This design comes from an exercise in tuning for small area on the open sky130 flow, not from production work. In this exercise RTL edits were held to simulation tests only and were not proved equivalent to the original. Power and IR drop assume default switching activity.

==> flow/design.v, too long to show whole: its modules and the start of the top module <==
// module romimage: 768 lines
// module toplevel: 74 lines
module toplevel(
    input clock,
    input reset,
    output led_sclk,
    output [6:1] led_l_sin,
    output [6:1] led_r_sin,
    input led_xerr,
    output led_mode,
    output led_blank,
    output led_xlat,
    output led_gsclk,
    output cpld_p8,
    output status_yellow,
    output status_orange,
    output status_red,
    output cpld_p2
  );
  // ...
==> flow/run.sh <==
#!/bin/bash
# synth_recipe.tcl (not shown) runs the flow's synth.tcl, then flattens the netlist and writes it again
# the make line also repeats each setting of config.mk as NAME=value (left out here)
make -C /OpenROAD-flow-scripts/flow DESIGN_CONFIG=/design/flow/config.mk WORK_HOME=/design/flow/orfs CLKGATE_MAP_FILE= SYNTH_SCRIPT=/design/flow/synth_recipe.tcl finish
==> flow/config.mk <==
export PLATFORM = sky130hd
export DESIGN_NAME = toplevel
export DESIGN_NICKNAME = toplevel
export VERILOG_FILES = /design/flow/design.v
export SDC_FILE = /design/flow/constraint.sdc
export NUM_CORES = 4
export LEC_CHECK = 0
export CAP_MARGIN = 20
export CORE_MARGIN = 2
export CORE_UTILIZATION = 40
export SLEW_MARGIN = 20
export SYNTH_MEMORY_MAX_BITS = 65536
==> flow/constraint.sdc <==
create_clock -name core_clock -period 10.0 [get_ports {clock}]
set_input_delay 2.0000 -clock core_clock [delete_from_list [all_inputs] [get_ports {clock}]]
set_output_delay 2.0000 -clock core_clock [all_outputs]
set_load 0.01 [all_outputs]
==> results by group, run 1 <==
Floorplan
  – Full die area: between 15000 and 20000 um^2
  – IO Count: 25
  – Site Rows: 43
  – Die height: between 100 and 150 um
  – Die width: around 120 um
  – Initial core utilization: between 40% and 50%

Cells and area
  – Most frequent cells in the layout: 79 x o21ai_0, 72 x nor2_1, 69 x a21oi_1, 67 x nand2_1, 40 x ha_1
  – Signal inverters: 21
  – Fillers: around 1500
  – Clock buf/inv share: about 1.5%

Power and ir drop
  – Maximum VDD drop: about 0.0001 V
  – Clock group: between 0.09 and 0.1 mW
  – Pleak: between 1.5 and 2 nW
  – Pwr Density: around 140 nW/um^2
  – Combinational fraction of design power: 67.8%
  – Sw frac: around 58%

GRT
  – GRT overflow: 0

Clocking
  – Num CTS Buffers: 3

Drt
  – Routed met2 length: ~12000 um
  – First DRT Iteration DRCs: between 1500 and 2000
  – Drt drc: 0
  – WL met1: around 11000 um
  – Final wirelength: approximately 31000 um
  – Pre-Repair DR Iteration Count: 9

Critical path
  – Type of origin of the critical path: register
  – R2R setup slack: 6.69 ns
  – Slowest-stage cell, CP: ha_1
  – Worst Path Max Fanout: 20
  – Critical path startpoint: b[0]
  – Worst R2R End: ch[3]

Hold path
  – Hold Path Sink: ph[0]
  – Hold Crit Class: register to register

Run status
  – Status: finished clean

STA
  – Fin. max-slew vios: 0
  – Min Clock Period, post-route: around 6.5 ns
  – Fmax: between 150 and 200 MHz

Synth
  – Mux cell area share after synthesis: between 1 and 1.5%
  – Most frequent cell after synthesis: o21ai_0
==> module toplevel, before the edit <==
module toplevel(
    input clock,
    input reset,
    output led_sclk,
    output [6:1] led_l_sin,
    output [6:1] led_r_sin,
    input led_xerr,
    output led_mode,
    output led_blank,
    output led_xlat,
    output led_gsclk,
    output cpld_p8,
    output status_yellow,
    output status_orange,
    output status_red,
    output cpld_p2
  );
  reg [2:0] ph;
  reg [3:0] b;
  reg [3:0] ch;
  reg [4:0] hi;
  reg [9:0] blank_count;
  wire ph_end   = ph == 3'd7;
  wire b_end    = b == 4'd15;
  wire last     = hi == 5'd21 && ch == 4'd5 && b == 4'd8;    
  wire pre_last = hi == 5'd21 && ch == 4'd5 && b == 4'd7;    
  wire shifting = hi < 5'd3;
  wire phase    = ph[2] ^ ph[1];                              
  always @(posedge clock) begin
    if (reset) begin
      ph <= 3'd6;
      b  <= 4'd8;
      ch <= 4'd5;
      hi <= 5'd21;
      blank_count <= 0;
    end else begin
      ph <= ph + 3'd1;
      if (ph_end) begin
        if (last) begin
          b  <= 4'd4;
          ch <= 4'd0;
          hi <= 5'd0;
        end else begin
          b <= b_end ? 4'd4 : b + 4'd1;
          if (b_end) begin
            ch <= ch + 4'd1;
            if (ch == 4'd15)
              hi <= hi + 5'd1;
          end
        end
        if (pre_last)
          blank_count <= blank_count + 10'd1;
      end
    end
  end
  wire [11:0] word;
  romimage rom (
    .row(blank_count[2:0]),
    .ch(ch),
    .pos(b[2:0]),
    .word(word)
  );
  assign {led_r_sin, led_l_sin} = (shifting && b[3]) ? word : 12'h000;
  assign led_sclk      = phase && shifting;
  assign led_gsclk     = phase && !last;
  assign led_blank     = (pre_last && ph_end) || (last && ph <= 3'd5);
  assign led_xlat      = last && ph <= 3'd4;
  assign led_mode      = 0;
  assign status_yellow = blank_count[9];
  assign status_orange = 0;
  assign status_red    = !led_xerr;  
  assign cpld_p8       = led_blank;  
  assign cpld_p2       = 1;          
endmodule
==> inputs of run 2 (changes only) <==
==> flow/design.v (replaced) <==
`timescale 1ns / 1ps
module romimage (
    input  [2:0]  row,
    input  [3:0]  ch,
    input  [2:0]  pos,
    output [11:0] word
  );
  wire a9 = row[2], a8 = row[1], a7 = row[0];
  wire a6 = ch[3], a5 = ch[2], a4 = ch[1], a3 = ch[0];
  wire a2 = pos[2], a1 = pos[1], a0 = pos[0];
  wire w11, w10, w9, w8, w7, w6, w5, w4, w3, w2, w1, w0;
  assign word = {w11, w10, w9, w8, w7, w6, w5, w4, w3, w2, w1, w0};
  wire new_n23, new_n24, new_n25, new_n26, new_n27, new_n28, new_n29,
    new_n30, new_n31, new_n32, new_n33, new_n34, new_n35, new_n36, new_n37,
    new_n38, new_n39, new_n40, new_n41, new_n42, new_n43, new_n44, new_n45,
    new_n46, new_n47, new_n48, new_n49, new_n50, new_n51, new_n52, new_n53,
    new_n54, new_n55, new_n56, new_n57, new_n58, new_n59, new_n60, new_n61,
    new_n62, new_n63, new_n64, new_n65, new_n66, new_n67, new_n68, new_n69,
    new_n70, new_n71, new_n72, new_n73, new_n74, new_n75, new_n76, new_n77,
    new_n78, new_n79, new_n80, new_n81, new_n82, new_n83, new_n84, new_n85,
    new_n86, new_n87, new_n88, new_n89, new_n90, new_n91, new_n92, new_n93,
    new_n94, new_n95, new_n96, new_n97, new_n98, new_n99, new_n100,
    new_n101, new_n102, new_n103, new_n104, new_n105, new_n106, new_n107,
    new_n108, new_n109, new_n110, new_n111, new_n112, new_n113, new_n114,
    new_n115, new_n116, new_n117, new_n118, new_n119, new_n120, new_n121,
    new_n122, new_n123, new_n124, new_n125, new_n126, new_n127, new_n128,
    new_n129, new_n130, new_n131, new_n132, new_n133, new_n134, new_n135,
    new_n136, new_n137, new_n138, new_n139, new_n140, new_n141, new_n142,
    new_n143, new_n144, new_n145, new_n146, new_n147, new_n148, new_n149,
    new_n150, new_n151, new_n152, new_n153, new_n155, new_n156, new_n157,
    new_n158, new_n159, new_n160, new_n161, new_n162, new_n163, new_n164,
    new_n165, new_n166, new_n167, new_n168, new_n169, new_n170, new_n171,
    new_n172, new_n173, new_n174, new_n175, new_n176, new_n177, new_n178,
    new_n179, new_n180, new_n181, new_n182, new_n183, new_n184, new_n185,
    new_n186, new_n187, new_n188, new_n189, new_n190, new_n191, new_n192,
    new_n193, new_n194, new_n195, new_n196, new_n197, new_n198, new_n199,
    new_n200, new_n201, new_n202, new_n203, new_n204, new_n205, new_n206,
    new_n207, new_n208, new_n209, new_n210, new_n211, new_n212, new_n213,
    new_n214, new_n215, new_n216, new_n217, new_n218, new_n219, new_n220,
    new_n221, new_n222, new_n223, new_n224, new_n225, new_n226, new_n227,
    new_n228, new_n229, new_n230, new_n231, new_n232, new_n233, new_n234,
    new_n235, new_n236, new_n237, new_n238, new_n239, new_n240, new_n241,
    new_n242, new_n243, new_n244, new_n245, new_n246, new_n247, new_n248,
    new_n249, new_n250, new_n251, new_n252, new_n253, new_n254, new_n255,
    new_n256, new_n257, new_n258, new_n259, new_n260, new_n261, new_n262,
    new_n263, new_n264, new_n265, new_n266, new_n267, new_n268, new_n269,
    new_n270, new_n271, new_n273, new_n274, new_n275, new_n276, new_n277,
    new_n278, new_n279, new_n280, new_n281, new_n282, new_n283, new_n284,
    new_n285, new_n286, new_n287, new_n288, new_n289, new_n290, new_n291,
    new_n292, new_n293, new_n294, new_n295, new_n296, new_n297, new_n298,
    new_n299, new_n300, new_n301, new_n302, new_n303, new_n304, new_n305,
    new_n306, new_n307, new_n308, new_n309, new_n310, new_n311, new_n312,
    new_n313, new_n314, new_n315, new_n316, new_n317, new_n318, new_n319,
    new_n320, new_n321, new_n322, new_n323, new_n324, new_n325, new_n327,
    new_n328, new_n329, new_n330, new_n331, new_n332, new_n333, new_n334,
    new_n335, new_n336, new_n337, new_n338, new_n339, new_n340, new_n341,
    new_n342, new_n343, new_n344, new_n345, new_n346, new_n347, new_n348,
    new_n349, new_n350, new_n351, new_n352, new_n353, new_n354, new_n355,
    new_n356, new_n357, new_n358, new_n359, new_n360, new_n361, new_n362,
    new_n363, new_n364, new_n365, new_n366, new_n367, new_n368, new_n369,
    new_n371, new_n372, new_n373, new_n374, new_n375, new_n376, new_n377,
    new_n378, new_n379, new_n380, new_n381, new_n382, new_n383, new_n384,
    new_n385, new_n386, new_n387, new_n388, new_n389, new_n390, new_n391,
    new_n392, new_n393, new_n394, new_n395, new_n396, new_n397, new_n398,
    new_n399, new_n400, new_n401, new_n402, new_n403, new_n404, new_n405,
    new_n406, new_n407, new_n408, new_n409, new_n410, new_n411, new_n412,
    new_n413, new_n414, new_n415, new_n416, new_n417, new_n418, new_n419,
    new_n420, new_n421, new_n422, new_n423, new_n424, new_n425, new_n426,
    new_n427, new_n428, new_n429, new_n430, new_n431, new_n432, new_n433,
    new_n434, new_n435, new_n436, new_n437, new_n438, new_n439, new_n440,
    new_n441, new_n442, new_n443, new_n444, new_n445, new_n446, new_n447,
    new_n448, new_n449, new_n450, new_n451, new_n452, new_n453, new_n454,
    new_n455, new_n456, new_n457, new_n458, new_n459, new_n460, new_n461,
    new_n462, new_n463, new_n464, new_n465, new_n466, new_n467, new_n468,
    new_n469, new_n470, new_n471, new_n472, new_n473, new_n474, new_n475,
    new_n476, new_n477, new_n478, new_n479, new_n480, new_n482, new_n483,
    new_n484, new_n485, new_n486, new_n487, new_n488, new_n489, new_n490,
    new_n491, new_n492, new_n493, new_n494, new_n495, new_n496, new_n497,
    new_n498, new_n499, new_n500, new_n501, new_n502, new_n503, new_n504,
    new_n505, new_n506, new_n507, new_n508, new_n509, new_n510, new_n511,
    new_n512, new_n513, new_n514, new_n515, new_n516, new_n517, new_n518,
    new_n519, new_n520, new_n521, new_n522, new_n523, new_n524, new_n525,
    new_n526, new_n527, new_n528, new_n529, new_n530, new_n531, new_n532,
    new_n533, new_n534, new_n535, new_n536, new_n537, new_n538, new_n539,
    new_n540, new_n542, new_n543, new_n544, new_n545, new_n546, new_n547,
    new_n548, new_n549, new_n550, new_n551, new_n552, new_n553, new_n554,
    new_n555, new_n556, new_n557, new_n558, new_n559, new_n560, new_n561,
    new_n562, new_n563, new_n564, new_n565, new_n566, new_n567, new_n568,
    new_n569, new_n570, new_n571, new_n572, new_n573, new_n574, new_n575,
    new_n576, new_n577, new_n578, new_n579, new_n580, new_n581, new_n582,
    new_n583, new_n584, new_n585, new_n586, new_n587, new_n588, new_n589,
    new_n590, new_n591, new_n592, new_n593, new_n594, new_n595, new_n596,
    new_n597, new_n598, new_n599, new_n601, new_n602, new_n603, new_n604,
    new_n605, new_n606, new_n607, new_n608, new_n609, new_n610, new_n611,
    new_n612, new_n613, new_n614, new_n615, new_n616, new_n617, new_n618,
    new_n619, new_n620, new_n621, new_n622, new_n623, new_n624, new_n625,
    new_n626, new_n627, new_n628, new_n629, new_n630, new_n631, new_n632,
    new_n633, new_n634, new_n635, new_n636, new_n637, new_n638, new_n639,
    new_n640, new_n641, new_n642, new_n643, new_n644, new_n645, new_n646,
    new_n647, new_n648, new_n649, new_n650, new_n651, new_n652, new_n653,
    new_n654, new_n655, new_n656, new_n657, new_n658, new_n659, new_n660,
    new_n661, new_n662, new_n663, new_n664, new_n665, new_n666, new_n667,
    new_n668, new_n669, new_n670, new_n671, new_n672, new_n673, new_n674,
    new_n675, new_n676, new_n677, new_n678, new_n679, new_n680, new_n681,
    new_n682, new_n683, new_n684, new_n685, new_n687, new_n688, new_n689,
    new_n690, new_n691, new_n692, new_n693, new_n694, new_n695, new_n696,
    new_n697, new_n698, new_n699, new_n700, new_n701, new_n702, new_n703,
    new_n704, new_n705, new_n706, new_n707, new_n708, new_n709, new_n710,
    new_n711, new_n712, new_n713, new_n714, new_n715, new_n716, new_n717,
    new_n718, new_n719, new_n720, new_n721, new_n722, new_n723, new_n724,
    new_n725, new_n726, new_n727, new_n728, new_n729, new_n730, new_n731,
    new_n732, new_n733, new_n734, new_n735, new_n736, new_n737, new_n739,
    new_n740, new_n741, new_n742, new_n743, new_n744, new_n745, new_n746,
    new_n747, new_n748, new_n749, new_n750, new_n751, new_n752, new_n753,
    new_n754, new_n755, new_n756, new_n757, new_n758, new_n759, new_n760,
    new_n761, new_n762, new_n763, new_n764, new_n765, new_n766, new_n767,
    new_n768, new_n769, new_n770, new_n771, new_n772, new_n773, new_n774,
    new_n775, new_n776, new_n777, new_n778, new_n779, new_n780, new_n781,
    new_n782, new_n783, new_n784, new_n785, new_n786, new_n787, new_n788,
    new_n789, new_n790, new_n791, new_n792, new_n793, new_n794, new_n796,
    new_n797, new_n798, new_n799, new_n800, new_n801, new_n802, new_n803,
    new_n804, new_n805, new_n806, new_n807, new_n808, new_n809, new_n810,
    new_n811, new_n812, new_n813, new_n814, new_n815, new_n816, new_n817,
    new_n818, new_n819, new_n820, new_n821, new_n822, new_n823, new_n824,
    new_n825, new_n826, new_n827, new_n828, new_n829, new_n830, new_n831,
    new_n832, new_n833, new_n834, new_n835, new_n836, new_n837, new_n838,
    new_n839, new_n840, new_n841, new_n842, new_n843, new_n844, new_n845,
    new_n846, new_n847, new_n848, new_n849, new_n850, new_n851, new_n852,
    new_n853, new_n854, new_n855, new_n856, new_n857, new_n858, new_n859,
    new_n860, new_n861, new_n862, new_n863, new_n864, new_n865, new_n866,
    new_n867, new_n868, new_n869, new_n870, new_n871, new_n872, new_n873,
    new_n874, new_n875, new_n876, new_n877, new_n878, new_n879, new_n880,
    new_n881, new_n882, new_n883, new_n885, new_n886, new_n887, new_n888,
    new_n889, new_n890, new_n891, new_n892, new_n893, new_n894, new_n895,
    new_n896, new_n897, new_n898, new_n899, new_n900, new_n901, new_n902,
    new_n903, new_n904, new_n905, new_n906, new_n907, new_n908, new_n909,
    new_n910, new_n911, new_n912, new_n913, new_n914, new_n915, new_n916,
    new_n917, new_n918, new_n919, new_n920, new_n921, new_n922, new_n923,
    new_n924, new_n925, new_n926, new_n927, new_n928, new_n929, new_n930,
    new_n931, new_n932, new_n933, new_n934;
  assign new_n23 = a7 & ~a2;
  assign new_n24 = a3 & ~a1;
  assign new_n25 = new_n23 & new_n24;
  assign new_n26 = a3 & a0;
  assign new_n27 = a2 & new_n26;
  assign new_n28 = ~a7 & new_n27;
  assign new_n29 = a1 & new_n28;
  assign new_n30 = ~new_n25 & ~new_n29;
  assign new_n31 = ~a1 & ~a0;
  assign new_n32 = a3 & ~new_n31;
  assign new_n33 = ~a1 & a0;
  assign new_n34 = ~a2 & ~a0;
  assign new_n35 = ~new_n33 & ~new_n34;
  assign new_n36 = ~new_n32 & ~new_n35;
  assign new_n37 = ~a9 & ~a7;
  assign new_n38 = a7 & a3;
  assign new_n39 = a9 & new_n38;
  assign new_n40 = ~new_n37 & ~new_n39;
  assign new_n41 = ~new_n36 & ~new_n40;
  assign new_n42 = a9 & ~a8;
  assign new_n43 = ~a4 & ~new_n42;
  assign new_n44 = ~a2 & a1;
  assign new_n45 = a0 & new_n44;
  assign new_n46 = a2 & ~a1;
  assign new_n47 = ~new_n44 & ~new_n46;
  assign new_n48 = ~a8 & ~a7;
  assign new_n49 = ~new_n47 & new_n48;
  assign new_n50 = ~new_n45 & ~new_n49;
  assign new_n51 = ~a6 & ~new_n50;
  assign new_n52 = new_n43 & ~new_n51;
  assign new_n53 = ~new_n41 & ~new_n52;
  assign new_n54 = new_n30 & ~new_n53;
  assign new_n55 = ~a5 & ~new_n54;
  assign new_n56 = a8 & ~a2;
  assign new_n57 = ~new_n31 & new_n56;
  assign new_n58 = a8 & a0;
  assign new_n59 = ~a7 & a1;
  assign new_n60 = new_n58 & new_n59;
  assign new_n61 = ~new_n57 & ~new_n60;
  assign new_n62 = a7 & a0;
  assign new_n63 = ~a8 & ~new_n62;
  assign new_n64 = new_n23 & ~new_n63;
  assign new_n65 = new_n61 & new_n64;
  assign new_n66 = ~a7 & a2;
  assign new_n67 = a1 & ~a0;
  assign new_n68 = a8 & ~new_n67;
  assign new_n69 = new_n66 & new_n68;
  assign new_n70 = ~new_n42 & ~new_n44;
  assign new_n71 = ~a7 & ~a0;
  assign new_n72 = ~new_n70 & new_n71;
  assign new_n73 = ~new_n69 & ~new_n72;
  assign new_n74 = ~new_n65 & new_n73;
  assign new_n75 = a5 & ~a3;
  assign new_n76 = a7 & new_n75;
  assign new_n77 = new_n74 & ~new_n76;
  assign new_n78 = ~a4 & ~new_n46;
  assign new_n79 = ~new_n33 & ~new_n67;
  assign new_n80 = new_n78 & new_n79;
  assign new_n81 = new_n70 & new_n80;
  assign new_n82 = ~new_n77 & new_n81;
  assign new_n83 = ~a2 & ~a1;
  assign new_n84 = a8 & ~new_n83;
  assign new_n85 = ~a7 & ~a6;
  assign new_n86 = ~a0 & new_n85;
  assign new_n87 = new_n84 & new_n86;
  assign new_n88 = ~a5 & ~a4;
  assign new_n89 = a8 & ~a6;
  assign new_n90 = new_n46 & new_n71;
  assign new_n91 = ~new_n89 & ~new_n90;
  assign new_n92 = new_n88 & ~new_n91;
  assign new_n93 = ~new_n87 & new_n92;
  assign new_n94 = ~new_n82 & ~new_n93;
  assign new_n95 = a2 & ~a0;
  assign new_n96 = a1 & new_n95;
  assign new_n97 = a8 & ~new_n96;
  assign new_n98 = ~a8 & ~a6;
  assign new_n99 = a7 & a2;
  assign new_n100 = a6 & ~new_n99;
  assign new_n101 = ~new_n98 & ~new_n100;
  assign new_n102 = ~new_n97 & new_n101;
  assign new_n103 = ~a3 & ~new_n79;
  assign new_n104 = new_n102 & new_n103;
  assign new_n105 = ~new_n23 & ~new_n66;
  assign new_n106 = a9 & new_n105;
  assign new_n107 = a8 & a7;
  assign new_n108 = ~new_n106 & ~new_n107;
  assign new_n109 = ~a4 & a3;
  assign new_n110 = a7 & a1;
  assign new_n111 = new_n109 & new_n110;
  assign new_n112 = ~a4 & ~new_n67;
  assign new_n113 = ~a6 & ~a3;
  assign new_n114 = ~new_n110 & new_n113;
  assign new_n115 = new_n112 & new_n114;
  assign new_n116 = ~new_n111 & ~new_n115;
  assign new_n117 = ~new_n108 & ~new_n116;
  assign new_n118 = ~a5 & new_n109;
  assign new_n119 = a2 & a0;
  assign new_n120 = ~a1 & new_n119;
  assign new_n121 = new_n95 & new_n110;
  assign new_n122 = ~a9 & ~new_n121;
  assign new_n123 = ~new_n120 & new_n122;
  assign new_n124 = new_n118 & ~new_n123;
  assign new_n125 = ~new_n117 & ~new_n124;
  assign new_n126 = ~new_n104 & new_n125;
  assign new_n127 = new_n42 & ~new_n78;
  assign new_n128 = a5 & a4;
  assign new_n129 = a7 & new_n128;
  assign new_n130 = ~a0 & ~new_n128;
  assign new_n131 = ~new_n129 & ~new_n130;
  assign new_n132 = a3 & ~new_n131;
  assign new_n133 = new_n32 & new_n47;
  assign new_n134 = a7 & ~a3;
  assign new_n135 = ~a2 & a0;
  assign new_n136 = new_n134 & new_n135;
  assign new_n137 = a7 & new_n67;
  assign new_n138 = ~new_n136 & ~new_n137;
  assign new_n139 = ~new_n133 & new_n138;
  assign new_n140 = ~new_n132 & new_n139;
  assign new_n141 = new_n127 & ~new_n140;
  assign new_n142 = a3 & ~new_n62;
  assign new_n143 = new_n88 & ~new_n142;
  assign new_n144 = a5 & a3;
  assign new_n145 = ~new_n34 & ~new_n119;
  assign new_n146 = new_n144 & new_n145;
  assign new_n147 = a8 & ~new_n128;
  assign new_n148 = ~new_n146 & new_n147;
  assign new_n149 = ~a6 & ~new_n148;
  assign new_n150 = ~new_n143 & ~new_n149;
  assign new_n151 = ~new_n141 & ~new_n150;
  assign new_n152 = new_n126 & new_n151;
  assign new_n153 = new_n94 & new_n152;
  assign w11 = ~new_n55 & new_n153;
  assign new_n155 = ~a9 & ~a8;
  assign new_n156 = ~a6 & new_n155;
  assign new_n157 = a4 & a3;
  assign new_n158 = a1 & a0;
  assign new_n159 = new_n157 & new_n158;
  assign new_n160 = new_n42 & new_n159;
  assign new_n161 = a4 & ~a3;
  assign new_n162 = ~new_n79 & new_n161;
  assign new_n163 = ~new_n160 & ~new_n162;
  assign new_n164 = new_n99 & ~new_n163;
  assign new_n165 = ~new_n34 & ~new_n46;
  assign new_n166 = new_n109 & ~new_n165;
  assign new_n167 = ~a3 & ~a0;
  assign new_n168 = a4 & ~new_n44;
  assign new_n169 = new_n167 & new_n168;
  assign new_n170 = ~new_n166 & ~new_n169;
  assign new_n171 = ~a7 & new_n155;
  assign new_n172 = ~new_n170 & new_n171;
  assign new_n173 = ~new_n46 & ~new_n158;
  assign new_n174 = a3 & ~new_n23;
  assign new_n175 = ~new_n173 & new_n174;
  assign new_n176 = new_n89 & ~new_n175;
  assign new_n177 = ~new_n172 & ~new_n176;
  assign new_n178 = ~new_n164 & new_n177;
  assign new_n179 = ~a3 & ~new_n33;
  assign new_n180 = ~new_n83 & new_n179;
  assign new_n181 = a7 & a4;
  assign new_n182 = new_n89 & new_n181;
  assign new_n183 = ~new_n180 & new_n182;
  assign new_n184 = ~a5 & ~new_n183;
  assign new_n185 = ~new_n178 & new_n184;
  assign new_n186 = ~new_n156 & ~new_n185;
  assign new_n187 = a3 & new_n128;
  assign new_n188 = ~a1 & new_n135;
  assign new_n189 = new_n129 & ~new_n188;
  assign new_n190 = ~new_n187 & ~new_n189;
  assign new_n191 = ~a7 & new_n44;
  assign new_n192 = ~a7 & new_n95;
  assign new_n193 = ~new_n191 & ~new_n192;
  assign new_n194 = ~new_n190 & new_n193;
  assign new_n195 = ~new_n186 & ~new_n194;
  assign new_n196 = a1 & new_n145;
  assign new_n197 = ~new_n23 & new_n196;
  assign new_n198 = new_n38 & ~new_n67;
  assign new_n199 = ~new_n35 & new_n198;
  assign new_n200 = ~a3 & a2;
  assign new_n201 = a1 & new_n200;
  assign new_n202 = new_n88 & ~new_n201;
  assign new_n203 = ~new_n199 & new_n202;
  assign new_n204 = ~new_n197 & new_n203;
  assign new_n205 = ~new_n34 & ~new_n83;
  assign new_n206 = ~a7 & ~a5;
  assign new_n207 = ~a3 & new_n206;
  assign new_n208 = new_n205 & new_n207;
  assign new_n209 = new_n42 & ~new_n208;
  assign new_n210 = ~new_n204 & new_n209;
  assign new_n211 = ~a7 & new_n67;
  assign new_n212 = a2 & new_n187;
  assign new_n213 = new_n211 & new_n212;
  assign new_n214 = a1 & new_n119;
  assign new_n215 = a8 & new_n75;
  assign new_n216 = ~new_n127 & ~new_n215;
  assign new_n217 = new_n214 & ~new_n216;
  assign new_n218 = ~new_n213 & ~new_n217;
  assign new_n219 = ~new_n210 & new_n218;
  assign new_n220 = a6 & ~new_n219;
  assign new_n221 = new_n85 & new_n109;
  assign new_n222 = ~a5 & new_n157;
  assign new_n223 = a6 & new_n222;
  assign new_n224 = ~new_n221 & ~new_n223;
  assign new_n225 = ~a2 & new_n79;
  assign new_n226 = a7 & new_n225;
  assign new_n227 = new_n88 & new_n205;
  assign new_n228 = new_n61 & ~new_n227;
  assign new_n229 = ~new_n226 & new_n228;
  assign new_n230 = ~new_n224 & ~new_n229;
  assign new_n231 = a2 & ~new_n67;
  assign new_n232 = ~a7 & ~new_n231;
  assign new_n233 = ~a2 & ~new_n79;
  assign new_n234 = ~new_n232 & ~new_n233;
  assign new_n235 = new_n88 & new_n113;
  assign new_n236 = ~new_n234 & new_n235;
  assign new_n237 = a6 & a5;
  assign new_n238 = ~a4 & ~a2;
  assign new_n239 = ~new_n34 & ~new_n238;
  assign new_n240 = new_n237 & ~new_n239;
  assign new_n241 = a5 & ~a4;
  assign new_n242 = ~a7 & new_n241;
  assign new_n243 = a6 & a4;
  assign new_n244 = new_n44 & new_n243;
  assign new_n245 = ~new_n242 & ~new_n244;
  assign new_n246 = ~new_n191 & ~new_n245;
  assign new_n247 = ~new_n240 & ~new_n246;
  assign new_n248 = ~a6 & a3;
  assign new_n249 = new_n47 & ~new_n248;
  assign new_n250 = ~a3 & new_n237;
  assign new_n251 = ~a0 & ~new_n250;
  assign new_n252 = ~new_n249 & new_n251;
  assign new_n253 = a8 & ~new_n252;
  assign new_n254 = ~new_n247 & new_n253;
  assign new_n255 = ~new_n236 & ~new_n254;
  assign new_n256 = ~new_n230 & new_n255;
  assign new_n257 = ~new_n220 & new_n256;
  assign new_n258 = ~new_n195 & new_n257;
  assign new_n259 = a7 & a6;
  assign new_n260 = a5 & ~new_n155;
  assign new_n261 = ~a4 & ~a3;
  assign new_n262 = a5 & new_n261;
  assign new_n263 = ~new_n135 & new_n262;
  assign new_n264 = ~a5 & a4;
  assign new_n265 = new_n155 & new_n264;
  assign new_n266 = ~new_n263 & ~new_n265;
  assign new_n267 = a3 & a1;
  assign new_n268 = ~new_n225 & ~new_n267;
  assign new_n269 = ~new_n266 & new_n268;
  assign new_n270 = ~new_n260 & ~new_n269;
  assign new_n271 = new_n259 & ~new_n270;
  assign w10 = new_n258 & ~new_n271;
  assign new_n273 = a8 & new_n24;
  assign new_n274 = new_n34 & new_n273;
  assign new_n275 = ~new_n42 & ~new_n107;
  assign new_n276 = ~new_n274 & new_n275;
  assign new_n277 = a3 & ~new_n276;
  assign new_n278 = new_n42 & new_n95;
  assign new_n279 = ~a1 & new_n278;
  assign new_n280 = ~new_n121 & ~new_n279;
  assign new_n281 = ~new_n277 & ~new_n280;
  assign new_n282 = ~a7 & a0;
  assign new_n283 = ~new_n46 & ~new_n282;
  assign new_n284 = new_n68 & new_n283;
  assign new_n285 = ~new_n281 & ~new_n284;
  assign new_n286 = ~a8 & ~new_n226;
  assign new_n287 = new_n46 & new_n282;
  assign new_n288 = ~a3 & ~new_n287;
  assign new_n289 = a6 & ~new_n288;
  assign new_n290 = ~new_n286 & new_n289;
  assign new_n291 = ~new_n26 & ~new_n167;
  assign new_n292 = a1 & new_n291;
  assign new_n293 = ~new_n24 & ~new_n292;
  assign new_n294 = ~new_n105 & ~new_n276;
  assign new_n295 = ~new_n293 & new_n294;
  assign new_n296 = ~new_n290 & ~new_n295;
  assign new_n297 = new_n285 & new_n296;
  assign new_n298 = new_n128 & ~new_n297;
  assign new_n299 = ~a3 & new_n88;
  assign new_n300 = ~new_n47 & new_n282;
  assign new_n301 = ~new_n34 & ~new_n300;
  assign new_n302 = new_n299 & ~new_n301;
  assign new_n303 = a7 & new_n88;
  assign new_n304 = new_n32 & ~new_n45;
  assign new_n305 = new_n303 & new_n304;
  assign new_n306 = ~a7 & ~new_n95;
  assign new_n307 = ~a3 & a0;
  assign new_n308 = new_n128 & ~new_n307;
  assign new_n309 = new_n306 & new_n308;
  assign new_n310 = ~new_n305 & ~new_n309;
  assign new_n311 = ~new_n302 & new_n310;
  assign new_n312 = new_n42 & ~new_n311;
  assign new_n313 = ~a1 & new_n107;
  assign new_n314 = ~new_n66 & new_n155;
  assign new_n315 = a8 & a2;
  assign new_n316 = ~new_n314 & ~new_n315;
  assign new_n317 = ~new_n313 & ~new_n316;
  assign new_n318 = ~a0 & ~new_n317;
  assign new_n319 = new_n23 & new_n67;
  assign new_n320 = new_n187 & ~new_n319;
  assign new_n321 = new_n33 & new_n314;
  assign new_n322 = new_n320 & ~new_n321;
  assign new_n323 = ~new_n318 & new_n322;
  assign new_n324 = ~a6 & ~new_n323;
  assign new_n325 = ~new_n312 & ~new_n324;
  assign w9 = ~new_n298 & new_n325;
  assign new_n327 = a7 & ~a0;
  assign new_n328 = ~new_n282 & ~new_n327;
  assign new_n329 = a2 & ~new_n328;
  assign new_n330 = ~a8 & ~new_n233;
  assign new_n331 = ~new_n329 & new_n330;
  assign new_n332 = ~new_n319 & ~new_n331;
  assign new_n333 = a9 & ~new_n332;
  assign new_n334 = ~a1 & new_n66;
  assign new_n335 = ~new_n300 & ~new_n334;
  assign new_n336 = ~new_n60 & ~new_n287;
  assign new_n337 = ~new_n335 & new_n336;
  assign new_n338 = new_n23 & ~new_n158;
  assign new_n339 = ~new_n329 & ~new_n338;
  assign new_n340 = ~new_n61 & ~new_n339;
  assign new_n341 = ~new_n337 & ~new_n340;
  assign new_n342 = ~new_n333 & new_n341;
  assign new_n343 = new_n128 & new_n248;
  assign new_n344 = ~new_n342 & new_n343;
  assign new_n345 = ~a7 & ~new_n158;
  assign new_n346 = ~new_n26 & new_n345;
  assign new_n347 = ~a9 & ~new_n346;
  assign new_n348 = ~new_n79 & new_n157;
  assign new_n349 = ~a7 & ~new_n135;
  assign new_n350 = ~new_n348 & new_n349;
  assign new_n351 = ~a8 & a6;
  assign new_n352 = ~new_n350 & new_n351;
  assign new_n353 = ~new_n347 & new_n352;
  assign new_n354 = new_n155 & ~new_n334;
  assign new_n355 = new_n88 & new_n354;
  assign new_n356 = ~new_n67 & ~new_n327;
  assign new_n357 = ~new_n300 & new_n356;
  assign new_n358 = new_n354 & new_n357;
  assign new_n359 = ~new_n121 & new_n128;
  assign new_n360 = ~new_n358 & new_n359;
  assign new_n361 = ~new_n355 & ~new_n360;
  assign new_n362 = a3 & ~new_n135;
  assign new_n363 = ~new_n74 & ~new_n362;
  assign new_n364 = new_n74 & new_n362;
  assign new_n365 = ~new_n363 & ~new_n364;
  assign new_n366 = ~new_n361 & new_n365;
  assign new_n367 = a6 & ~new_n187;
  assign new_n368 = ~new_n366 & new_n367;
  assign new_n369 = ~new_n353 & ~new_n368;
  assign w8 = new_n344 | ~new_n369;
  assign new_n371 = a2 & ~new_n158;
  assign new_n372 = ~a5 & a1;
  assign new_n373 = ~a0 & ~new_n372;
  assign new_n374 = new_n161 & ~new_n373;
  assign new_n375 = a2 & new_n109;
  assign new_n376 = ~new_n374 & ~new_n375;
  assign new_n377 = ~new_n371 & ~new_n376;
  assign new_n378 = ~new_n99 & ~new_n181;
  assign new_n379 = ~a5 & ~new_n157;
  assign new_n380 = ~new_n128 & ~new_n379;
  assign new_n381 = ~a0 & new_n24;
  assign new_n382 = ~a4 & new_n158;
  assign new_n383 = ~new_n381 & ~new_n382;
  assign new_n384 = new_n380 & new_n383;
  assign new_n385 = ~new_n378 & new_n384;
  assign new_n386 = new_n95 & new_n385;
  assign new_n387 = ~new_n377 & ~new_n386;
  assign new_n388 = ~new_n208 & ~new_n237;
  assign new_n389 = ~new_n387 & new_n388;
  assign new_n390 = new_n41 & new_n47;
  assign new_n391 = new_n128 & ~new_n390;
  assign new_n392 = ~a6 & ~new_n391;
  assign new_n393 = new_n42 & ~new_n392;
  assign new_n394 = ~new_n389 & new_n393;
  assign new_n395 = new_n264 & new_n300;
  assign new_n396 = new_n258 & new_n395;
  assign new_n397 = a6 & ~new_n379;
  assign new_n398 = ~a5 & new_n145;
  assign new_n399 = new_n378 & ~new_n398;
  assign new_n400 = new_n187 & ~new_n225;
  assign new_n401 = a2 & ~new_n31;
  assign new_n402 = new_n400 & ~new_n401;
  assign new_n403 = ~new_n399 & ~new_n402;
  assign new_n404 = new_n397 & ~new_n403;
  assign new_n405 = ~new_n24 & ~new_n109;
  assign new_n406 = new_n385 & ~new_n405;
  assign new_n407 = a4 & new_n191;
  assign new_n408 = new_n201 & new_n327;
  assign new_n409 = new_n157 & ~new_n327;
  assign new_n410 = ~a6 & ~a5;
  assign new_n411 = ~new_n409 & new_n410;
  assign new_n412 = ~new_n408 & new_n411;
  assign new_n413 = ~new_n407 & new_n412;
  assign new_n414 = ~new_n406 & ~new_n413;
  assign new_n415 = a4 & ~a0;
  assign new_n416 = new_n306 & new_n415;
  assign new_n417 = ~new_n287 & ~new_n416;
  assign new_n418 = ~new_n414 & new_n417;
  assign new_n419 = a8 & ~new_n418;
  assign new_n420 = ~a7 & ~a1;
  assign new_n421 = ~new_n119 & ~new_n420;
  assign new_n422 = a6 & a3;
  assign new_n423 = ~new_n95 & new_n422;
  assign new_n424 = ~new_n421 & new_n423;
  assign new_n425 = new_n155 & ~new_n397;
  assign new_n426 = ~new_n424 & new_n425;
  assign new_n427 = new_n66 & new_n273;
  assign new_n428 = ~new_n426 & ~new_n427;
  assign new_n429 = ~new_n419 & new_n428;
  assign new_n430 = ~new_n404 & ~new_n429;
  assign new_n431 = ~new_n396 & new_n430;
  assign new_n432 = ~new_n394 & ~new_n431;
  assign new_n433 = a2 & a1;
  assign new_n434 = ~new_n88 & ~new_n113;
  assign new_n435 = new_n82 & new_n434;
  assign new_n436 = ~new_n113 & ~new_n118;
  assign new_n437 = new_n42 & ~new_n188;
  assign new_n438 = ~new_n436 & new_n437;
  assign new_n439 = ~new_n435 & ~new_n438;
  assign new_n440 = a7 & ~new_n439;
  assign new_n441 = ~a7 & new_n79;
  assign new_n442 = new_n235 & ~new_n441;
  assign new_n443 = ~a9 & new_n351;
  assign new_n444 = ~new_n88 & ~new_n158;
  assign new_n445 = new_n443 & new_n444;
  assign new_n446 = ~new_n442 & ~new_n445;
  assign new_n447 = ~new_n440 & new_n446;
  assign new_n448 = ~new_n433 & ~new_n447;
  assign new_n449 = new_n88 & ~new_n155;
  assign new_n450 = ~new_n422 & ~new_n449;
  assign new_n451 = a6 & ~new_n155;
  assign new_n452 = new_n433 & ~new_n451;
  assign new_n453 = ~new_n450 & new_n452;
  assign new_n454 = a1 & new_n443;
  assign new_n455 = ~a5 & new_n155;
  assign new_n456 = ~new_n260 & ~new_n455;
  assign new_n457 = ~a8 & a7;
  assign new_n458 = new_n261 & ~new_n457;
  assign new_n459 = ~new_n456 & new_n458;
  assign new_n460 = ~new_n454 & new_n459;
  assign new_n461 = ~new_n453 & ~new_n460;
  assign new_n462 = ~new_n339 & ~new_n461;
  assign new_n463 = new_n215 & ~new_n233;
  assign new_n464 = ~new_n222 & ~new_n262;
  assign new_n465 = ~new_n119 & new_n420;
  assign new_n466 = ~a3 & ~a2;
  assign new_n467 = new_n31 & new_n466;
  assign new_n468 = new_n465 & ~new_n467;
  assign new_n469 = ~new_n464 & new_n468;
  assign new_n470 = ~new_n463 & ~new_n469;
  assign new_n471 = a6 & ~new_n470;
  assign new_n472 = ~a3 & new_n264;
  assign new_n473 = ~a8 & new_n66;
  assign new_n474 = new_n472 & new_n473;
  assign new_n475 = new_n248 & new_n303;
  assign new_n476 = new_n196 & new_n475;
  assign new_n477 = ~new_n474 & ~new_n476;
  assign new_n478 = ~new_n471 & new_n477;
  assign new_n479 = ~new_n462 & new_n478;
  assign new_n480 = ~new_n448 & new_n479;
  assign w7 = ~new_n432 & new_n480;
  assign new_n482 = new_n48 & ~new_n79;
  assign new_n483 = ~a4 & ~new_n482;
  assign new_n484 = ~a8 & a4;
  assign new_n485 = new_n66 & ~new_n484;
  assign new_n486 = new_n103 & ~new_n485;
  assign new_n487 = ~new_n155 & ~new_n201;
  assign new_n488 = new_n66 & ~new_n167;
  assign new_n489 = new_n79 & new_n488;
  assign new_n490 = ~new_n487 & ~new_n489;
  assign new_n491 = ~new_n486 & new_n490;
  assign new_n492 = ~new_n483 & ~new_n491;
  assign new_n493 = new_n30 & ~new_n109;
  assign new_n494 = ~new_n56 & ~new_n191;
  assign new_n495 = ~a0 & ~new_n494;
  assign new_n496 = new_n336 & ~new_n495;
  assign new_n497 = ~new_n493 & new_n496;
  assign new_n498 = ~new_n492 & ~new_n497;
  assign new_n499 = a5 & ~new_n498;
  assign new_n500 = ~new_n25 & ~new_n375;
  assign new_n501 = ~new_n165 & ~new_n500;
  assign new_n502 = ~a5 & ~new_n96;
  assign new_n503 = a7 & ~new_n502;
  assign new_n504 = ~new_n501 & ~new_n503;
  assign new_n505 = ~new_n35 & new_n112;
  assign new_n506 = ~new_n339 & new_n505;
  assign new_n507 = new_n181 & new_n200;
  assign new_n508 = ~new_n66 & ~new_n67;
  assign new_n509 = new_n109 & ~new_n508;
  assign new_n510 = ~new_n507 & ~new_n509;
  assign new_n511 = ~new_n506 & new_n510;
  assign new_n512 = new_n504 & new_n511;
  assign new_n513 = new_n42 & ~new_n512;
  assign new_n514 = new_n222 & ~new_n335;
  assign new_n515 = new_n128 & new_n134;
  assign new_n516 = ~new_n110 & ~new_n420;
  assign new_n517 = ~a0 & new_n241;
  assign new_n518 = ~new_n516 & new_n517;
  assign new_n519 = ~new_n515 & ~new_n518;
  assign new_n520 = ~new_n514 & new_n519;
  assign new_n521 = new_n155 & ~new_n520;
  assign new_n522 = ~new_n513 & ~new_n521;
  assign new_n523 = ~new_n499 & new_n522;
  assign new_n524 = ~a6 & ~new_n523;
  assign new_n525 = new_n48 & new_n158;
  assign new_n526 = ~new_n31 & new_n48;
  assign new_n527 = ~new_n313 & ~new_n526;
  assign new_n528 = a2 & ~new_n527;
  assign new_n529 = ~a3 & ~new_n528;
  assign new_n530 = ~new_n525 & ~new_n529;
  assign new_n531 = ~new_n23 & new_n31;
  assign new_n532 = a6 & ~new_n531;
  assign new_n533 = a8 & ~new_n137;
  assign new_n534 = a7 & new_n158;
  assign new_n535 = ~a8 & ~new_n345;
  assign new_n536 = ~new_n534 & new_n535;
  assign new_n537 = ~new_n533 & ~new_n536;
  assign new_n538 = ~new_n532 & ~new_n537;
  assign new_n539 = new_n449 & ~new_n538;
  assign new_n540 = ~new_n530 & new_n539;
  assign w6 = new_n524 | new_n540;
  assign new_n542 = new_n42 & ~new_n71;
  assign new_n543 = ~new_n62 & ~new_n433;
  assign new_n544 = new_n58 & new_n433;
  assign new_n545 = ~new_n543 & ~new_n544;
  assign new_n546 = ~new_n542 & ~new_n545;
  assign new_n547 = ~new_n24 & ~new_n546;
  assign new_n548 = a3 & ~new_n42;
  assign new_n549 = ~new_n83 & ~new_n548;
  assign new_n550 = ~new_n547 & new_n549;
  assign new_n551 = new_n39 & ~new_n67;
  assign new_n552 = ~new_n466 & ~new_n551;
  assign new_n553 = new_n484 & ~new_n552;
  assign new_n554 = ~new_n32 & new_n542;
  assign new_n555 = new_n335 & new_n554;
  assign new_n556 = new_n66 & new_n267;
  assign new_n557 = ~new_n214 & ~new_n556;
  assign new_n558 = a8 & ~new_n557;
  assign new_n559 = ~a4 & ~new_n60;
  assign new_n560 = ~new_n558 & new_n559;
  assign new_n561 = ~new_n555 & new_n560;
  assign new_n562 = ~new_n553 & ~new_n561;
  assign new_n563 = ~new_n550 & new_n562;
  assign new_n564 = ~a5 & ~new_n563;
  assign new_n565 = new_n67 & new_n109;
  assign new_n566 = a5 & ~new_n371;
  assign new_n567 = ~new_n565 & new_n566;
  assign new_n568 = ~a7 & ~new_n567;
  assign new_n569 = a7 & ~new_n44;
  assign new_n570 = ~new_n120 & new_n569;
  assign new_n571 = new_n161 & ~new_n570;
  assign new_n572 = ~new_n134 & new_n135;
  assign new_n573 = ~new_n109 & new_n572;
  assign new_n574 = ~new_n571 & ~new_n573;
  assign new_n575 = ~new_n568 & new_n574;
  assign new_n576 = new_n155 & ~new_n575;
  assign new_n577 = ~new_n564 & ~new_n576;
  assign new_n578 = a2 & new_n63;
  assign new_n579 = ~new_n23 & ~new_n119;
  assign new_n580 = a1 & new_n579;
  assign new_n581 = ~new_n578 & ~new_n580;
  assign new_n582 = new_n187 & new_n581;
  assign new_n583 = ~a6 & ~new_n582;
  assign new_n584 = ~new_n577 & ~new_n583;
  assign new_n585 = a7 & ~new_n96;
  assign new_n586 = new_n145 & ~new_n585;
  assign new_n587 = new_n155 & ~new_n586;
  assign new_n588 = ~new_n68 & ~new_n278;
  assign new_n589 = new_n232 & ~new_n588;
  assign new_n590 = ~new_n137 & ~new_n188;
  assign new_n591 = a8 & ~new_n590;
  assign new_n592 = ~new_n287 & ~new_n591;
  assign new_n593 = ~new_n589 & new_n592;
  assign new_n594 = ~new_n587 & new_n593;
  assign new_n595 = ~a6 & ~new_n594;
  assign new_n596 = a6 & new_n276;
  assign new_n597 = new_n581 & new_n596;
  assign new_n598 = ~new_n595 & ~new_n597;
  assign new_n599 = new_n187 & ~new_n598;
  assign w5 = new_n584 | new_n599;
  assign new_n601 = a3 & new_n67;
  assign new_n602 = new_n88 & new_n601;
  assign new_n603 = a2 & ~new_n291;
  assign new_n604 = new_n128 & ~new_n233;
  assign new_n605 = ~new_n603 & new_n604;
  assign new_n606 = ~new_n602 & ~new_n605;
  assign new_n607 = new_n94 & new_n606;
  assign new_n608 = new_n171 & ~new_n607;
  assign new_n609 = ~a3 & new_n145;
  assign new_n610 = new_n129 & new_n609;
  assign new_n611 = new_n233 & new_n422;
  assign new_n612 = ~new_n237 & ~new_n611;
  assign new_n613 = ~new_n610 & new_n612;
  assign new_n614 = ~new_n608 & new_n613;
  assign new_n615 = ~a7 & a5;
  assign new_n616 = new_n145 & ~new_n615;
  assign new_n617 = new_n24 & ~new_n616;
  assign new_n618 = new_n191 & new_n307;
  assign new_n619 = ~new_n334 & ~new_n618;
  assign new_n620 = ~new_n617 & new_n619;
  assign new_n621 = a4 & ~new_n620;
  assign new_n622 = ~new_n84 & ~new_n416;
  assign new_n623 = new_n144 & ~new_n622;
  assign new_n624 = ~new_n155 & ~new_n623;
  assign new_n625 = ~new_n621 & new_n624;
  assign new_n626 = ~new_n614 & ~new_n625;
  assign new_n627 = a4 & ~new_n214;
  assign new_n628 = a7 & ~new_n627;
  assign new_n629 = new_n179 & new_n238;
  assign new_n630 = new_n443 & ~new_n629;
  assign new_n631 = a8 & ~new_n264;
  assign new_n632 = ~new_n421 & ~new_n631;
  assign new_n633 = ~new_n609 & new_n632;
  assign new_n634 = new_n46 & new_n241;
  assign new_n635 = ~a4 & new_n44;
  assign new_n636 = new_n237 & ~new_n635;
  assign new_n637 = ~new_n634 & ~new_n636;
  assign new_n638 = ~new_n633 & new_n637;
  assign new_n639 = new_n27 & new_n128;
  assign new_n640 = ~a8 & ~new_n639;
  assign new_n641 = ~new_n120 & ~new_n640;
  assign new_n642 = ~new_n638 & new_n641;
  assign new_n643 = ~new_n630 & ~new_n642;
  assign new_n644 = ~new_n628 & ~new_n643;
  assign new_n645 = a3 & ~new_n63;
  assign new_n646 = ~new_n158 & ~new_n645;
  assign new_n647 = new_n102 & ~new_n646;
  assign new_n648 = ~new_n95 & new_n113;
  assign new_n649 = ~new_n83 & new_n648;
  assign new_n650 = ~a8 & new_n248;
  assign new_n651 = new_n173 & new_n650;
  assign new_n652 = ~new_n649 & ~new_n651;
  assign new_n653 = a7 & ~new_n652;
  assign new_n654 = ~new_n110 & ~new_n134;
  assign new_n655 = new_n58 & ~new_n113;
  assign new_n656 = new_n654 & new_n655;
  assign new_n657 = ~new_n47 & new_n656;
  assign new_n658 = ~new_n653 & ~new_n657;
  assign new_n659 = ~new_n647 & new_n658;
  assign new_n660 = new_n241 & ~new_n659;
  assign new_n661 = ~new_n49 & ~new_n58;
  assign new_n662 = new_n299 & ~new_n661;
  assign new_n663 = ~new_n99 & new_n155;
  assign new_n664 = new_n159 & ~new_n663;
  assign new_n665 = new_n276 & ~new_n664;
  assign new_n666 = ~new_n662 & new_n665;
  assign new_n667 = ~new_n23 & ~new_n46;
  assign new_n668 = new_n179 & ~new_n667;
  assign new_n669 = a4 & ~new_n668;
  assign new_n670 = new_n98 & ~new_n601;
  assign new_n671 = ~new_n28 & new_n670;
  assign new_n672 = ~new_n669 & new_n671;
  assign new_n673 = ~new_n410 & ~new_n672;
  assign new_n674 = ~new_n666 & ~new_n673;
  assign new_n675 = new_n192 & new_n243;
  assign new_n676 = ~new_n200 & new_n241;
  assign new_n677 = ~new_n372 & ~new_n676;
  assign new_n678 = new_n113 & ~new_n282;
  assign new_n679 = ~new_n677 & new_n678;
  assign new_n680 = ~new_n675 & ~new_n679;
  assign new_n681 = a8 & ~new_n680;
  assign new_n682 = ~new_n453 & ~new_n681;
  assign new_n683 = ~new_n674 & new_n682;
  assign new_n684 = ~new_n660 & new_n683;
  assign new_n685 = ~new_n644 & new_n684;
  assign w4 = ~new_n626 & new_n685;
  assign new_n687 = ~new_n187 & ~new_n472;
  assign new_n688 = a3 & ~a2;
  assign new_n689 = ~new_n79 & ~new_n688;
  assign new_n690 = a7 & ~new_n225;
  assign new_n691 = ~new_n689 & new_n690;
  assign new_n692 = ~new_n467 & ~new_n556;
  assign new_n693 = ~new_n691 & new_n692;
  assign new_n694 = ~new_n687 & ~new_n693;
  assign new_n695 = ~new_n259 & ~new_n694;
  assign new_n696 = new_n42 & ~new_n695;
  assign new_n697 = a3 & new_n504;
  assign new_n698 = new_n89 & ~new_n214;
  assign new_n699 = ~new_n697 & new_n698;
  assign new_n700 = ~new_n71 & ~new_n688;
  assign new_n701 = ~new_n96 & new_n700;
  assign new_n702 = ~new_n59 & new_n688;
  assign new_n703 = ~a5 & ~new_n273;
  assign new_n704 = ~new_n702 & ~new_n703;
  assign new_n705 = ~new_n701 & new_n704;
  assign new_n706 = a6 & ~new_n27;
  assign new_n707 = ~new_n43 & ~new_n706;
  assign new_n708 = ~new_n705 & ~new_n707;
  assign new_n709 = ~new_n699 & new_n708;
  assign new_n710 = ~new_n88 & ~new_n155;
  assign new_n711 = ~new_n217 & new_n710;
  assign new_n712 = ~new_n381 & ~new_n401;
  assign new_n713 = new_n206 & ~new_n712;
  assign new_n714 = a4 & ~new_n713;
  assign new_n715 = ~new_n159 & ~new_n714;
  assign new_n716 = ~new_n711 & new_n715;
  assign new_n717 = ~new_n709 & new_n716;
  assign new_n718 = ~a4 & ~new_n38;
  assign new_n719 = a0 & ~new_n42;
  assign new_n720 = ~new_n718 & ~new_n719;
  assign new_n721 = ~new_n278 & ~new_n720;
  assign new_n722 = a1 & ~new_n721;
  assign new_n723 = ~new_n37 & new_n196;
  assign new_n724 = new_n721 & ~new_n723;
  assign new_n725 = new_n351 & ~new_n724;
  assign new_n726 = ~new_n722 & new_n725;
  assign new_n727 = ~new_n66 & ~new_n211;
  assign new_n728 = ~new_n226 & new_n727;
  assign new_n729 = ~new_n96 & ~new_n420;
  assign new_n730 = ~a8 & ~new_n729;
  assign new_n731 = ~new_n44 & new_n235;
  assign new_n732 = ~new_n243 & ~new_n731;
  assign new_n733 = ~new_n730 & ~new_n732;
  assign new_n734 = new_n728 & new_n733;
  assign new_n735 = ~new_n397 & ~new_n734;
  assign new_n736 = ~new_n726 & new_n735;
  assign new_n737 = ~new_n717 & new_n736;
  assign w3 = ~new_n696 & new_n737;
  assign new_n739 = new_n113 & new_n196;
  assign new_n740 = new_n158 & new_n375;
  assign new_n741 = ~new_n739 & ~new_n740;
  assign new_n742 = ~a5 & ~new_n741;
  assign new_n743 = new_n33 & new_n134;
  assign new_n744 = ~new_n88 & ~new_n743;
  assign new_n745 = ~new_n196 & new_n579;
  assign new_n746 = new_n95 & new_n134;
  assign new_n747 = ~new_n410 & ~new_n746;
  assign new_n748 = ~new_n745 & new_n747;
  assign new_n749 = ~new_n744 & ~new_n748;
  assign new_n750 = new_n319 & new_n472;
  assign new_n751 = new_n400 & ~new_n585;
  assign new_n752 = ~new_n750 & ~new_n751;
  assign new_n753 = ~new_n749 & new_n752;
  assign new_n754 = ~new_n742 & new_n753;
  assign new_n755 = new_n155 & ~new_n754;
  assign new_n756 = ~new_n59 & new_n119;
  assign new_n757 = ~a7 & new_n225;
  assign new_n758 = ~new_n756 & ~new_n757;
  assign new_n759 = a8 & ~new_n758;
  assign new_n760 = new_n34 & new_n267;
  assign new_n761 = ~new_n90 & ~new_n760;
  assign new_n762 = ~a8 & ~new_n761;
  assign new_n763 = ~a4 & ~new_n762;
  assign new_n764 = new_n100 & ~new_n110;
  assign new_n765 = ~new_n451 & ~new_n764;
  assign new_n766 = new_n42 & ~new_n543;
  assign new_n767 = ~new_n319 & ~new_n766;
  assign new_n768 = ~new_n765 & new_n767;
  assign new_n769 = ~new_n763 & new_n768;
  assign new_n770 = ~new_n759 & new_n769;
  assign new_n771 = new_n205 & ~new_n328;
  assign new_n772 = ~new_n113 & ~new_n771;
  assign new_n773 = new_n85 & new_n307;
  assign new_n774 = ~new_n89 & ~new_n773;
  assign new_n775 = new_n88 & ~new_n774;
  assign new_n776 = ~new_n772 & new_n775;
  assign new_n777 = ~new_n397 & ~new_n776;
  assign new_n778 = ~new_n770 & new_n777;
  assign new_n779 = ~new_n755 & new_n778;
  assign new_n780 = new_n47 & new_n71;
  assign new_n781 = ~new_n710 & new_n780;
  assign new_n782 = new_n185 & new_n781;
  assign new_n783 = ~new_n375 & new_n579;
  assign new_n784 = new_n384 & ~new_n783;
  assign new_n785 = new_n243 & new_n433;
  assign new_n786 = ~new_n784 & ~new_n785;
  assign new_n787 = ~new_n24 & ~new_n433;
  assign new_n788 = a6 & ~new_n787;
  assign new_n789 = new_n282 & new_n788;
  assign new_n790 = new_n786 & ~new_n789;
  assign new_n791 = new_n282 & ~new_n786;
  assign new_n792 = new_n42 & ~new_n791;
  assign new_n793 = ~new_n790 & new_n792;
  assign new_n794 = ~new_n782 & ~new_n793;
  assign w2 = new_n779 & new_n794;
  assign new_n796 = a3 & new_n465;
  assign new_n797 = new_n66 & new_n67;
  assign new_n798 = ~new_n796 & ~new_n797;
  assign new_n799 = new_n241 & ~new_n798;
  assign new_n800 = ~a6 & ~new_n799;
  assign new_n801 = ~new_n34 & new_n569;
  assign new_n802 = ~a3 & ~new_n801;
  assign new_n803 = ~new_n120 & ~new_n797;
  assign new_n804 = ~new_n757 & new_n803;
  assign new_n805 = ~new_n802 & new_n804;
  assign new_n806 = new_n88 & ~new_n805;
  assign new_n807 = ~new_n800 & ~new_n806;
  assign new_n808 = a1 & new_n235;
  assign new_n809 = ~new_n187 & ~new_n808;
  assign new_n810 = ~new_n145 & ~new_n809;
  assign new_n811 = new_n128 & new_n158;
  assign new_n812 = ~new_n33 & ~new_n372;
  assign new_n813 = new_n375 & ~new_n812;
  assign new_n814 = ~new_n811 & ~new_n813;
  assign new_n815 = ~new_n810 & new_n814;
  assign new_n816 = a7 & ~new_n815;
  assign new_n817 = ~new_n415 & ~new_n420;
  assign new_n818 = ~new_n31 & new_n75;
  assign new_n819 = ~new_n817 & new_n818;
  assign new_n820 = new_n242 & new_n307;
  assign new_n821 = new_n42 & ~new_n820;
  assign new_n822 = ~new_n819 & new_n821;
  assign new_n823 = ~new_n610 & new_n822;
  assign new_n824 = ~new_n816 & new_n823;
  assign new_n825 = ~new_n807 & new_n824;
  assign new_n826 = ~new_n46 & ~new_n181;
  assign new_n827 = ~a0 & ~new_n826;
  assign new_n828 = ~new_n128 & ~new_n827;
  assign new_n829 = ~new_n200 & ~new_n828;
  assign new_n830 = ~new_n243 & new_n688;
  assign new_n831 = ~new_n382 & new_n830;
  assign new_n832 = ~a3 & ~new_n264;
  assign new_n833 = ~new_n420 & new_n832;
  assign new_n834 = ~new_n534 & new_n833;
  assign new_n835 = ~new_n831 & ~new_n834;
  assign new_n836 = ~a6 & ~a0;
  assign new_n837 = ~new_n267 & new_n836;
  assign new_n838 = ~new_n71 & ~new_n837;
  assign new_n839 = ~new_n835 & new_n838;
  assign new_n840 = ~new_n829 & ~new_n839;
  assign new_n841 = ~new_n217 & ~new_n840;
  assign new_n842 = new_n161 & new_n433;
  assign new_n843 = new_n405 & ~new_n842;
  assign new_n844 = a6 & new_n62;
  assign new_n845 = ~new_n843 & new_n844;
  assign new_n846 = new_n200 & new_n505;
  assign new_n847 = ~new_n85 & ~new_n846;
  assign new_n848 = ~new_n845 & new_n847;
  assign new_n849 = ~new_n841 & new_n848;
  assign new_n850 = ~new_n237 & ~new_n243;
  assign new_n851 = ~new_n410 & new_n850;
  assign new_n852 = a8 & ~new_n851;
  assign new_n853 = ~new_n849 & new_n852;
  assign new_n854 = ~a0 & new_n249;
  assign new_n855 = ~new_n809 & new_n854;
  assign new_n856 = ~new_n113 & ~new_n433;
  assign new_n857 = new_n676 & new_n836;
  assign new_n858 = ~new_n856 & new_n857;
  assign new_n859 = new_n85 & new_n375;
  assign new_n860 = ~new_n42 & ~new_n859;
  assign new_n861 = ~new_n858 & new_n860;
  assign new_n862 = ~new_n855 & new_n861;
  assign new_n863 = ~new_n853 & new_n862;
  assign new_n864 = ~new_n825 & ~new_n863;
  assign new_n865 = new_n179 & new_n579;
  assign new_n866 = a4 & ~new_n865;
  assign new_n867 = new_n110 & new_n362;
  assign new_n868 = ~new_n866 & ~new_n867;
  assign new_n869 = a5 & ~new_n868;
  assign new_n870 = new_n156 & ~new_n869;
  assign new_n871 = ~a4 & new_n107;
  assign new_n872 = ~new_n47 & new_n871;
  assign new_n873 = ~new_n246 & ~new_n872;
  assign new_n874 = new_n128 & new_n291;
  assign new_n875 = ~new_n422 & new_n433;
  assign new_n876 = a0 & ~new_n856;
  assign new_n877 = ~new_n875 & new_n876;
  assign new_n878 = ~new_n874 & ~new_n877;
  assign new_n879 = ~new_n873 & ~new_n878;
  assign new_n880 = new_n144 & new_n181;
  assign new_n881 = new_n788 & new_n880;
  assign new_n882 = ~new_n879 & ~new_n881;
  assign new_n883 = ~new_n870 & new_n882;
  assign w1 = ~new_n864 & new_n883;
  assign new_n885 = a8 & ~new_n204;
  assign new_n886 = ~new_n83 & ~new_n99;
  assign new_n887 = new_n161 & new_n886;
  assign new_n888 = new_n196 & new_n464;
  assign new_n889 = new_n31 & new_n261;
  assign new_n890 = a7 & ~new_n889;
  assign new_n891 = ~new_n212 & new_n890;
  assign new_n892 = ~new_n888 & new_n891;
  assign new_n893 = ~new_n887 & ~new_n892;
  assign new_n894 = new_n83 & new_n109;
  assign new_n895 = a9 & ~new_n894;
  assign new_n896 = ~new_n893 & new_n895;
  assign new_n897 = ~a7 & ~new_n233;
  assign new_n898 = new_n118 & ~new_n897;
  assign new_n899 = ~a9 & a2;
  assign new_n900 = new_n820 & new_n899;
  assign new_n901 = ~new_n898 & ~new_n900;
  assign new_n902 = ~new_n896 & new_n901;
  assign new_n903 = ~new_n885 & ~new_n902;
  assign new_n904 = ~a1 & ~new_n306;
  assign new_n905 = new_n155 & ~new_n904;
  assign new_n906 = ~new_n99 & new_n168;
  assign new_n907 = new_n267 & new_n315;
  assign new_n908 = new_n379 & ~new_n907;
  assign new_n909 = ~new_n906 & new_n908;
  assign new_n910 = ~new_n905 & new_n909;
  assign new_n911 = ~new_n903 & ~new_n910;
  assign new_n912 = a6 & ~new_n911;
  assign new_n913 = a9 & a3;
  assign new_n914 = ~new_n59 & ~new_n913;
  assign new_n915 = ~a0 & ~new_n914;
  assign new_n916 = new_n46 & new_n307;
  assign new_n917 = ~new_n198 & new_n351;
  assign new_n918 = ~new_n916 & new_n917;
  assign new_n919 = ~new_n915 & new_n918;
  assign new_n920 = ~new_n453 & ~new_n919;
  assign new_n921 = new_n264 & ~new_n920;
  assign new_n922 = ~new_n457 & ~new_n758;
  assign new_n923 = new_n23 & new_n58;
  assign new_n924 = a6 & ~new_n923;
  assign new_n925 = ~new_n531 & ~new_n924;
  assign new_n926 = ~new_n922 & new_n925;
  assign new_n927 = new_n48 & ~new_n401;
  assign new_n928 = new_n259 & new_n315;
  assign new_n929 = ~new_n927 & ~new_n928;
  assign new_n930 = ~new_n926 & new_n929;
  assign new_n931 = new_n320 & ~new_n663;
  assign new_n932 = ~new_n217 & new_n931;
  assign new_n933 = ~new_n930 & new_n932;
  assign new_n934 = ~new_n921 & ~new_n933;
  assign w0 = new_n912 | ~new_n934;
endmodule
`timescale 1ns / 1ps
module toplevel(
    input clock,
    input reset,
    output led_sclk,
    output [6:1] led_l_sin,
    output [6:1] led_r_sin,
    input led_xerr,
    output led_mode,
    output led_blank,
    output led_xlat,
    output led_gsclk,
    output cpld_p8,
    output status_yellow,
    output status_orange,
    output status_red,
    output cpld_p2
  );
  reg [2:0] ph;
  reg [3:0] b;
  reg [3:0] ch;
  reg [4:0] hi;
  reg [9:0] blank_count;
  wire ph_end   = ph == 3'd7;
  wire b_end    = b == 4'd15;
  wire last     = hi == 5'd21 && ch == 4'd5 && b == 4'd8;    
  wire pre_last = hi == 5'd21 && ch == 4'd5 && b == 4'd7;    
  wire shifting = hi < 5'd3;
  wire phase    = ph[2] ^ ph[1];                              
  always @(posedge clock) begin
    if (reset) begin
      ph <= 3'd6;
      b  <= 4'd8;
      ch <= 4'd5;
      hi <= 5'd21;
      blank_count <= 0;
    end else begin
      ph <= ph + 3'd1;
      if (ph_end) begin
        if (last) begin
          b  <= 4'd4;
          ch <= 4'd0;
          hi <= 5'd0;
        end else begin
          b <= b_end ? 4'd4 : b + 4'd1;
          if (b_end) begin
            ch <= ch + 4'd1;
            if (ch == 4'd15)
              hi <= hi + 5'd1;
          end
        end
        if (pre_last)
          blank_count <= blank_count + 10'd1;
      end
    end
  end
  wire [11:0] word;
  romimage rom (
    .row(blank_count[2:0]),
    .ch(ch),
    .pos(b[2:0]),
    .word(word)
  );
  assign {led_r_sin, led_l_sin} = (shifting && b[3] && !(blank_count[2] && blank_count[1])) ? word : 12'h000;
  assign led_sclk      = phase && shifting;
  assign led_gsclk     = phase && !last;
  assign led_blank     = (pre_last && ph_end) || (last && ph <= 3'd5);
  assign led_xlat      = last && ph <= 3'd4;
  assign led_mode      = 0;
  assign status_yellow = blank_count[9];
  assign status_orange = 0;
  assign status_red    = !led_xerr;  
  assign cpld_p8       = led_blank;  
  assign cpld_p2       = 1;          
endmodule
==> results by group, run 2 <==
Drt
  – Drt drc: 0 (unchanged)
  – Pre-Repair DR Iteration Count: 10 (was 9)
  – Final wirelength: 27720 um (was 30580 um)
  – First DRT Iteration DRCs: 1557 (was 1800)

GRT
  – Vias in the first global route: 6557 (was 6825)
  – GRT overflow: 0 (unchanged)
  – Largest net degree at the start of global routing: 60 (was 79)
  – GRT Overall Usage: 41.31% (was 40.13%)
  – First-pass GRT wire length: 41480 um (was 44990 um)

Synth
  – Sequential-to-total area share from yosys stat: 10.43% (was 9.113%)
  – Synth cell types: 64 (was 76)
  – Syn Area/Cell: 6.389 um^2 (was 6.580 um^2)
  – FFs w/ async S/R, synth: 0% (unchanged)
  – Most frequent cell after synthesis: nor2_1 (was o21ai_0)

Hold path
  – Hold Crit Class: register to register (unchanged)

Placed design
  – DP Area: 5216 um^2 (was 5769 um^2)

Cells and area
  – Fraction of layout cells with a size suffix above 1: 4.016% (was 5.549%)
  – Fillers: 1326 (was 1476)
  – Most frequent cells in the layout: 85 x nor2_1, 83 x a21oi_1, 76 x nand2_1, 61 x o21ai_0, 48 x ha_1 (was 79 x o21ai_0, 72 x nor2_1, 69 x a21oi_1, 67 x nand2_1, 40 x ha_1)
  – Synth-to-layout area growth: 6.319% (was 2.672%)

Critical path
  – Critical path startpoint: b[0] (unchanged)
  – Worst R2R End: hi[3] (was ch[3])
  – Slowest-stage cell, CP: ha_1 (unchanged)
  – Arr. time, crit path: 4.69 ns (was 4.54 ns)
  – R2R setup slack: 5.85 ns (was 6.69 ns)
  – Type of origin of the critical path: register (unchanged)
  – Worst path required time: 8.00 ns (about the same)
  – Worst Path Max Fanout: 33 (was 20)

STA
  – Min Clock Period, post-route: 6.686 ns (was 6.538 ns)
  – Fin. Hold Viols: 0 (unchanged)
  – Endpoints failing setup: 0 (unchanged)
  – Hold slack: 0.4961 ns (was 0.4876 ns)
  – Fin. max-slew vios: 0 (unchanged)
  – Fmax: 149.6 MHz (was 152.9 MHz)

Floorplan
  – Full die area: 13380 um^2 (was 15250 um^2)
  – Site Rows: 40 (was 43)
  – Die width: 115.7 um (was 123.5 um)
  – Die height: 115.7 um (was 123.5 um)
  – IO Count: 25 (unchanged)
  – Initial core utilization: 41.20% (was 40.99%)

Power and ir drop
  – Pwr Density: 154.4 nW/um^2 (was 136.9 nW/um^2)
  – Final Power: 0.8191 mW (was 0.8030 mW)
  – Pleak: 1.872 nW (was 1.936 nW)
  – Maximum VDD drop: 0.0001739 V (was 0.0001021 V)

Run status
  – Status: finished clean (unchanged)

Clocking
  – Clk Latency, worst-skew pair: 0.27 ns (about the same)
  – CTS Hold Bufs: 0 (unchanged)
  – Post-CTS Setup Repair Bufs: 0 (unchanged)
  – Num CTS Buffers: 3 (unchanged)
## run 2: cell count changes in the layout (fill, tap and decap cells not counted), moves of 11 or more
cell,change
o21ai_0,-18
o31ai_1,-12
a31oi_1,-11
nor2_1,+13
a21oi_1,+14
## run 2: through the flow
step                cells  utilization [%]  setup slack (ns)
floorplan             782                -             5.192
detailed placement    911            43.07             3.819
CTS                   915            43.80             3.503
global route          915            43.80             3.258
finish                915            43.80             3.314
global placement      911            43.07             3.790
## run 2: area by class of cell
class / count / area [um^2] / area share, %
clock buffer: 4 / 88.84 / 1.675
inverter: 30 / 112.6 / 2.123
multi-input combinational: 649 / 4033 / 76.01
sequential: 26 / 523.0 / 9.858
tap: 168 / 210.2 / 3.962
timing repair buffer: 38 / 337.8 / 6.368
## run 2: kinds of logic after synthesis
kind of cell    share of synthesized area [%]
simple gates                            27.91
fa+ha+maj                               12.04
other cells                            0.1505
xor+xnor                                1.931
flops                                   10.43
buf+inv                                 8.826
compound gates                          37.29
mux                                     1.429
## run 2: worst max-delay path: cells and delay by family (launching register included)
kind / cells / cell delay, ns
adders and majority gates: 1 / 0.84
DFF: 1 / 0.30
and+or+nand+nor: 3 / 0.66
buffers and inverters: 3 / 1.61
AOI/OAI and AO/OA: 4 / 1.01
## run 2: how the worst min path moves through the flow
stage | from | end | slack, ns | depth (start not counted)
final | ph[0] | ph[0] | 0.50 | 1
after detailed placement | ph[0] | ph[0] | 0.48 | 1
after global routing | ph[0] | ph[0] | 0.53 | 1
after CTS | ph[0] | ph[0] | 0.50 | 1
after global placement | ph[0] | ph[0] | 0.46 | 1
after floorplan | ph[0] | ph[0] | 0.44 | 1
## run 2: per-layer routing
metal	vias up	wire length (um)	track usage, %	share of wire, %
li1	2813	-	-	-
met1	3134	9465	51.00	34
met2	794	11240	61.09	41
met3	215	4568	14.38	16
met4	0	2446	26.51	8.8
met5	-	0	0	0
## run 2: power by group
part           switching, mW  total (mW)  leakage, nW  internal, mW
clock                 0.0365      0.0978       0.0442        0.0613
combinational          0.428       0.599         1.62         0.171
sequential           0.00819       0.122        0.211         0.114
total                  0.473       0.819         1.87         0.346

==> separate check: timing with driven ports <==
Ports are ideal in the flow. The routed layouts listed here were re-timed in OpenROAD.
Step 1, drivers: a clkbuf_16 drives clock and a buf_2 each remaining input, both assumed.
Step 2 times the ports against the registers' clock, not the clock port: input delays grow and output delays shrink by t, the midpoint of the rising clock arrivals with the driver on.
Three values: ideal ports, drivers, drivers and shift; two values: the first two.
run | t, ns | slack for setup (ns) | worst setup path after step 2
run 1 | 0.294 | 3.462 / 3.431 / 3.725 | register to output
run 2 | 0.291 | 3.314 / 3.286 / 3.577 | register to output
After both steps setup and hold are still met in every run listed.
